Source: an optimization exercise on an open RTL-to-GDS flow (aim: small area). Production flows keep margins and buffers that such runs may drop.
At most, simulation tests tie the RTL to the original design; equivalence was not proved.

==> flow/design.v (excerpt) <==
module lsort_detect (
    input               clk,
    input               rst_n,
    input               in_valid,
    input        [ 1:0] in_channel,
    input        [11:0] in_data,
    output logic        out_valid,
    output logic [ 1:0] out_channel,
    output logic [10:0] out_data,
    output logic        out_spike,
    output logic [38:0] out_time
);
  localparam int NS = 24;   
  logic [1:0] ph;
  always_ff @(posedge clk or negedge rst_n)
    if (!rst_n) ph <= 2'd0;
    else ph <= ph + 2'd1;
  logic [1:0] dly;
  logic [3:1] ev;
  logic [11:0] ed1, ed2, ed3;
  assign dly = in_channel - ph;
  always_ff @(posedge clk or negedge rst_n)
    if (!rst_n) ev <= '0;
    else begin
      ev[1] <= in_valid && dly == 2'd3;
      ev[2] <= ev[1] || (in_valid && dly == 2'd2);
      ev[3] <= ev[2] || (in_valid && dly == 2'd1);
    end
  always_ff @(posedge clk) begin
    ed1 <= in_data;
    ed2 <= (in_valid && dly == 2'd2) ? in_data : ed1;
    ed3 <= (in_valid && dly == 2'd1) ? in_data : ed2;
  end
  logic pv;
  logic [11:0] x;
  assign pv = ev[3] || (in_valid && dly == 2'd0);
  assign x  = ev[3] ? ed3 : in_data;
  logic [23:0] flt0, flt1, flt2, flt3;   
  logic seen3;
  always_ff @(posedge clk or negedge rst_n)
    if (!rst_n) seen3 <= 1'b0;
  ...
==> module lsort_detect, before the edit <==
module lsort_detect (
    input               clk,
    input               rst_n,
    input               in_valid,
    input        [ 1:0] in_channel,
    input        [11:0] in_data,
    output logic        out_valid,
    output logic [ 1:0] out_channel,
    output logic [10:0] out_data,
    output logic        out_spike,
    output logic [38:0] out_time
);
  localparam int NS = 24;   
  logic [1:0] ph;
  always_ff @(posedge clk or negedge rst_n)
    if (!rst_n) ph <= 2'd0;
    else ph <= ph + 2'd1;
  logic [1:0] dly;
  logic [3:1] ev;
  logic [11:0] ed1, ed2, ed3;
  assign dly = in_channel - ph;
  always_ff @(posedge clk or negedge rst_n)
    if (!rst_n) ev <= '0;
    else begin
      ev[1] <= in_valid && dly == 2'd3;
      ev[2] <= ev[1] || (in_valid && dly == 2'd2);
      ev[3] <= ev[2] || (in_valid && dly == 2'd1);
    end
  always_ff @(posedge clk) begin
    ed1 <= in_data;
    ed2 <= (in_valid && dly == 2'd2) ? in_data : ed1;
    ed3 <= (in_valid && dly == 2'd1) ? in_data : ed2;
  end
  logic pv;
  logic [11:0] x;
  assign pv = ev[3] || (in_valid && dly == 2'd0);
  assign x  = ev[3] ? ed3 : in_data;
  logic [23:0] flt0, flt1, flt2, flt3;   
  logic seen3;
  always_ff @(posedge clk or negedge rst_n)
    if (!rst_n) seen3 <= 1'b0;
    else if (pv && ph == 2'd3) seen3 <= 1'b1;
  logic [11:0] s1, s2, d;
  assign s1 = seen3 ? flt3[23:12] : 12'd0;
  assign s2 = seen3 ? flt3[11:0] : 12'd0;
  lsd_filter u_filter (
      .x (x),
      .s1(s1),
      .s2(s2),
      .d (d)
  );
  logic v1;
  logic [11:0] s2o;
  always_ff @(posedge clk or negedge rst_n)
    if (!rst_n) v1 <= 1'b0;
    else v1 <= pv;
  always_ff @(posedge clk) begin
    flt0 <= pv ? {d, s1} : flt3;
    flt1 <= flt0;
    flt2 <= flt1;
    flt3 <= flt2;
    s2o  <= s2;
  end
  logic [10:0] u;
  logic [11:0] y;
  logic [5:0] g;
  lsd_mag u_mag (
      .d (flt0[23:12]),
      .s2(s2o),
      .y (y),
      .u (u)
  );
  always_comb
    if (y[11]) g = (&y[10:6]) ? ~y[5:0] : 6'd63;
    else if (y[10:6] != 0) g = 6'd63;
    else g = (y[5:0] == 0) ? 6'd0 : y[5:0] - 6'd1;
  logic [NS-1:0][5:0] win0, win1, win2, win3;   
  always_ff @(posedge clk) begin
    win0[0] <= v1 ? g : win3[0];
    for (int j = 1; j < NS - 1; j++) win0[j] <= v1 ? win3[j-1] : win3[j];
    win0[NS-1] <= win3[NS-2];
    win1 <= win0;
    win2 <= win1;
    win3 <= win2;
  end
  logic [4:0] fill;
  always_ff @(posedge clk or negedge rst_n)
    if (!rst_n) fill <= '0;
    else if (v1 && ph == 2'd0 && fill != 5'd24) fill <= fill + 5'd1;
  logic v2;
  logic [10:0] u2;
  always_ff @(posedge clk or negedge rst_n)
    if (!rst_n) v2 <= 1'b0;
    else v2 <= v1;
  always_ff @(posedge clk) u2 <= u;
  logic is3;
  logic [5:0] q;
  logic [NS-1:1] lt;
  logic [4:0] nlt;
  assign is3 = (ph == 2'd1);   
  assign q = u2[10:5] - {5'd0, u2[4:0] == 5'd0};
  always_comb
    for (int j = 1; j < NS; j++) lt[j] = (5'(j) + {4'd0, is3} <= fill) && (win0[j] < q);
  lsd_pop u_pop (
      .z  (lt),
      .cnt(nlt)   
  );
  assign out_valid = v2;
  assign out_data  = u2;
  assign out_spike = (u2 != 11'd0) && nlt[4];
  logic [40:0] cnt, cnt_carry;
  assign {out_time, out_channel} = cnt;
  always_comb begin
    cnt_carry[0] = v2;
    for (int b = 1; b < 41; b++) cnt_carry[b] = cnt_carry[b-1] & cnt[b-1];
  end
  always_ff @(posedge clk or negedge rst_n)
    if (!rst_n) cnt <= '0;
    else cnt <= cnt ^ cnt_carry;
endmodule
clock: 14.0 ns
lec_check: 0
cap_margin: 20
core_margin: 2
core_utilization: 40
cts_cluster_diameter: 100
cts_cluster_size: 30
slew_margin: 20
standard.sh (not shown) runs the stock make flow with config.mk's settings and CLKGATE_MAP_FILE= SYNTH_SCRIPT=/design/flow/synth_recipe.tcl, a recipe that flattens the netlist after the stock synthesis.
==> flow/flow/run.sh <==
#!/bin/bash
# Layout flow: the standard layout (standard.sh) with two changes:
#  - after the standard synthesis, fa_polarity.py picks the polarity of each
#    full adder so that fewer inverters sit between adders (the registers and
#    all other cells stay as synthesis made them);
#  - the port buffers are the smallest buffer cell.
# Each step's output goes to a log of its own here; the tools' own logs are
# under orfs/logs.
set -euo pipefail
export BUFFER_PORTS_ARGS="-buffer_cell sky130_fd_sc_hd__buf_1"
R=orfs/results/${FLOW_PLATFORM}/lsort_detect/base
bash standard.sh synth > flow_synth.log 2>&1
cp $R/1_2_yosys.v flow_yosys_standard.v
python3 flow/fa_polarity.py flow_yosys_standard.v $R/1_2_yosys.new.v > flow_fa_polarity.log 2>&1
# the edited netlist is newer than 1_synth.odb, so make rebuilds it from there
mv $R/1_2_yosys.new.v $R/1_2_yosys.v
bash standard.sh finish > flow_finish.log 2>&1
Other scripts of this flow, unchanged in this note and not shown: flow/flow/fa_polarity.py
Rerun with:
--- a/flow/design.v
+++ b/flow/design.v
@@ -496,7 +496,7 @@
     output logic        out_spike,
     output logic [38:0] out_time
 );
-  localparam int NS = 24;   
+  localparam int NW = 23;   
   logic [1:0] ph;
   always_ff @(posedge clk or negedge rst_n)
     if (!rst_n) ph <= 2'd0;
@@ -548,45 +548,41 @@
     s2o  <= s2;
   end
   logic [10:0] u;
-  logic [11:0] y;
-  logic [5:0] g;
   lsd_mag u_mag (
       .d (flt0[23:12]),
       .s2(s2o),
-      .y (y),
+      .y (),
       .u (u)
   );
-  always_comb
-    if (y[11]) g = (&y[10:6]) ? ~y[5:0] : 6'd63;
-    else if (y[10:6] != 0) g = 6'd63;
-    else g = (y[5:0] == 0) ? 6'd0 : y[5:0] - 6'd1;
-  logic [NS-1:0][5:0] win0, win1, win2, win3;   
-  always_ff @(posedge clk) begin
-    win0[0] <= v1 ? g : win3[0];
-    for (int j = 1; j < NS - 1; j++) win0[j] <= v1 ? win3[j-1] : win3[j];
-    win0[NS-1] <= win3[NS-2];
-    win1 <= win0;
-    win2 <= win1;
-    win3 <= win2;
-  end
-  logic [4:0] fill;
-  always_ff @(posedge clk or negedge rst_n)
-    if (!rst_n) fill <= '0;
-    else if (v1 && ph == 2'd0 && fill != 5'd24) fill <= fill + 5'd1;
   logic v2;
   logic [10:0] u2;
   always_ff @(posedge clk or negedge rst_n)
     if (!rst_n) v2 <= 1'b0;
     else v2 <= v1;
   always_ff @(posedge clk) u2 <= u;
-  logic is3;
+  logic [5:0] g;   
+  assign g = (u2[10:6] != 0) ? 6'd63 : (u2[5:0] == 0) ? 6'd0 : u2[5:0] - 6'd1;
+  logic [NW-1:0][5:0] win0, win1, win2, win3;
+  always_ff @(posedge clk) begin
+    win0 <= win3;
+    win1 <= v2 ? {win0[NW-2:0], g} : win0;
+    win2 <= win1;
+    win3 <= win2;
+  end
+  logic [NW-1:0] old_ok;
+  always_comb
+    for (int j = 0; j < NW; j++) old_ok[j] = (out_time[38:5] != 0) || (5'(j) < out_time[4:0]);
   logic [5:0] q;
-  logic [NS-1:1] lt;
+  logic [NW-1:0] lt;
   logic [4:0] nlt;
-  assign is3 = (ph == 2'd1);   
   assign q = u2[10:5] - {5'd0, u2[4:0] == 5'd0};
   always_comb
-    for (int j = 1; j < NS; j++) lt[j] = (5'(j) + {4'd0, is3} <= fill) && (win0[j] < q);
+    for (int j = 0; j < NW; j++) begin
+      logic c;
+      c = 1'b0;
+      for (int b = 0; b < 6; b++) c = (~win0[j][b] & q[b]) | ((~win0[j][b] | q[b]) & c);
+      lt[j] = old_ok[j] && c;
+    end
   lsd_pop u_pop (
       .z  (lt),
       .cnt(nlt)   
@@ -594,13 +590,13 @@
   assign out_valid = v2;
   assign out_data  = u2;
   assign out_spike = (u2 != 11'd0) && nlt[4];
-  logic [40:0] cnt, cnt_carry;
-  assign {out_time, out_channel} = cnt;
+  assign out_channel = ph + 2'd2;
+  logic [38:0] tcarry;
   always_comb begin
-    cnt_carry[0] = v2;
-    for (int b = 1; b < 41; b++) cnt_carry[b] = cnt_carry[b-1] & cnt[b-1];
+    tcarry[0] = v2 && ph == 2'd1;
+    for (int b = 1; b < 39; b++) tcarry[b] = tcarry[b-1] & out_time[b-1];
   end
   always_ff @(posedge clk or negedge rst_n)
-    if (!rst_n) cnt <= '0;
-    else cnt <= cnt ^ cnt_carry;
+    if (!rst_n) out_time <= '0;
+    else out_time <= out_time ^ tcarry;
 endmodule
Effect: Critical path depth came out higher by 5; clock-buffer cell count is lower by 2; register-to-register slack is worse by 0.11 ns; routed wire length goes down by a few percent; final cell count shrinks by a few percent; global-route usage rises by 0.34 points; utilization is about the same; hold slack got worse by 0.017 ns; design area goes down by a few percent; sequential share of layout area increases by 2.3 points; via count is lower by a few percent.
No functional check of the RTL was part of the first run of this note.

static timing again, ports no longer ideal:
The results above use ideal ports. As a check the final layouts listed here were re-extracted and re-timed, cells and wires unchanged. Step 1 (the two cells are an assumption about what drives the block):
set clk [get_ports {clk}]
set_driving_cell -lib_cell sky130_fd_sc_hd__clkbuf_16 $clk
set_driving_cell -lib_cell sky130_fd_sc_hd__buf_2 [delete_from_list [all_inputs] $clk]
Step 2 adds t to the input delays and takes it off the output delays; t is the mean of the earliest and latest rising clock arrival at the registers after step 1. Input paths then give back, and output paths get back, about the clock's delay inside the block. Slacks: no drivers / after step 1 / after step 2; pairs: no drivers / after step 1.
run | t (ns) | setup WS [ns] | hold slack, ns
the first run | 0.674 | 2.712 / 2.712 / 2.712 | 0.329 / 0.329 / 0.329
the second run | 0.653 | 2.606 / 2.606 / 2.606 | 0.312 / 0.312 / 0.312
After both steps every run listed still meets setup and hold.
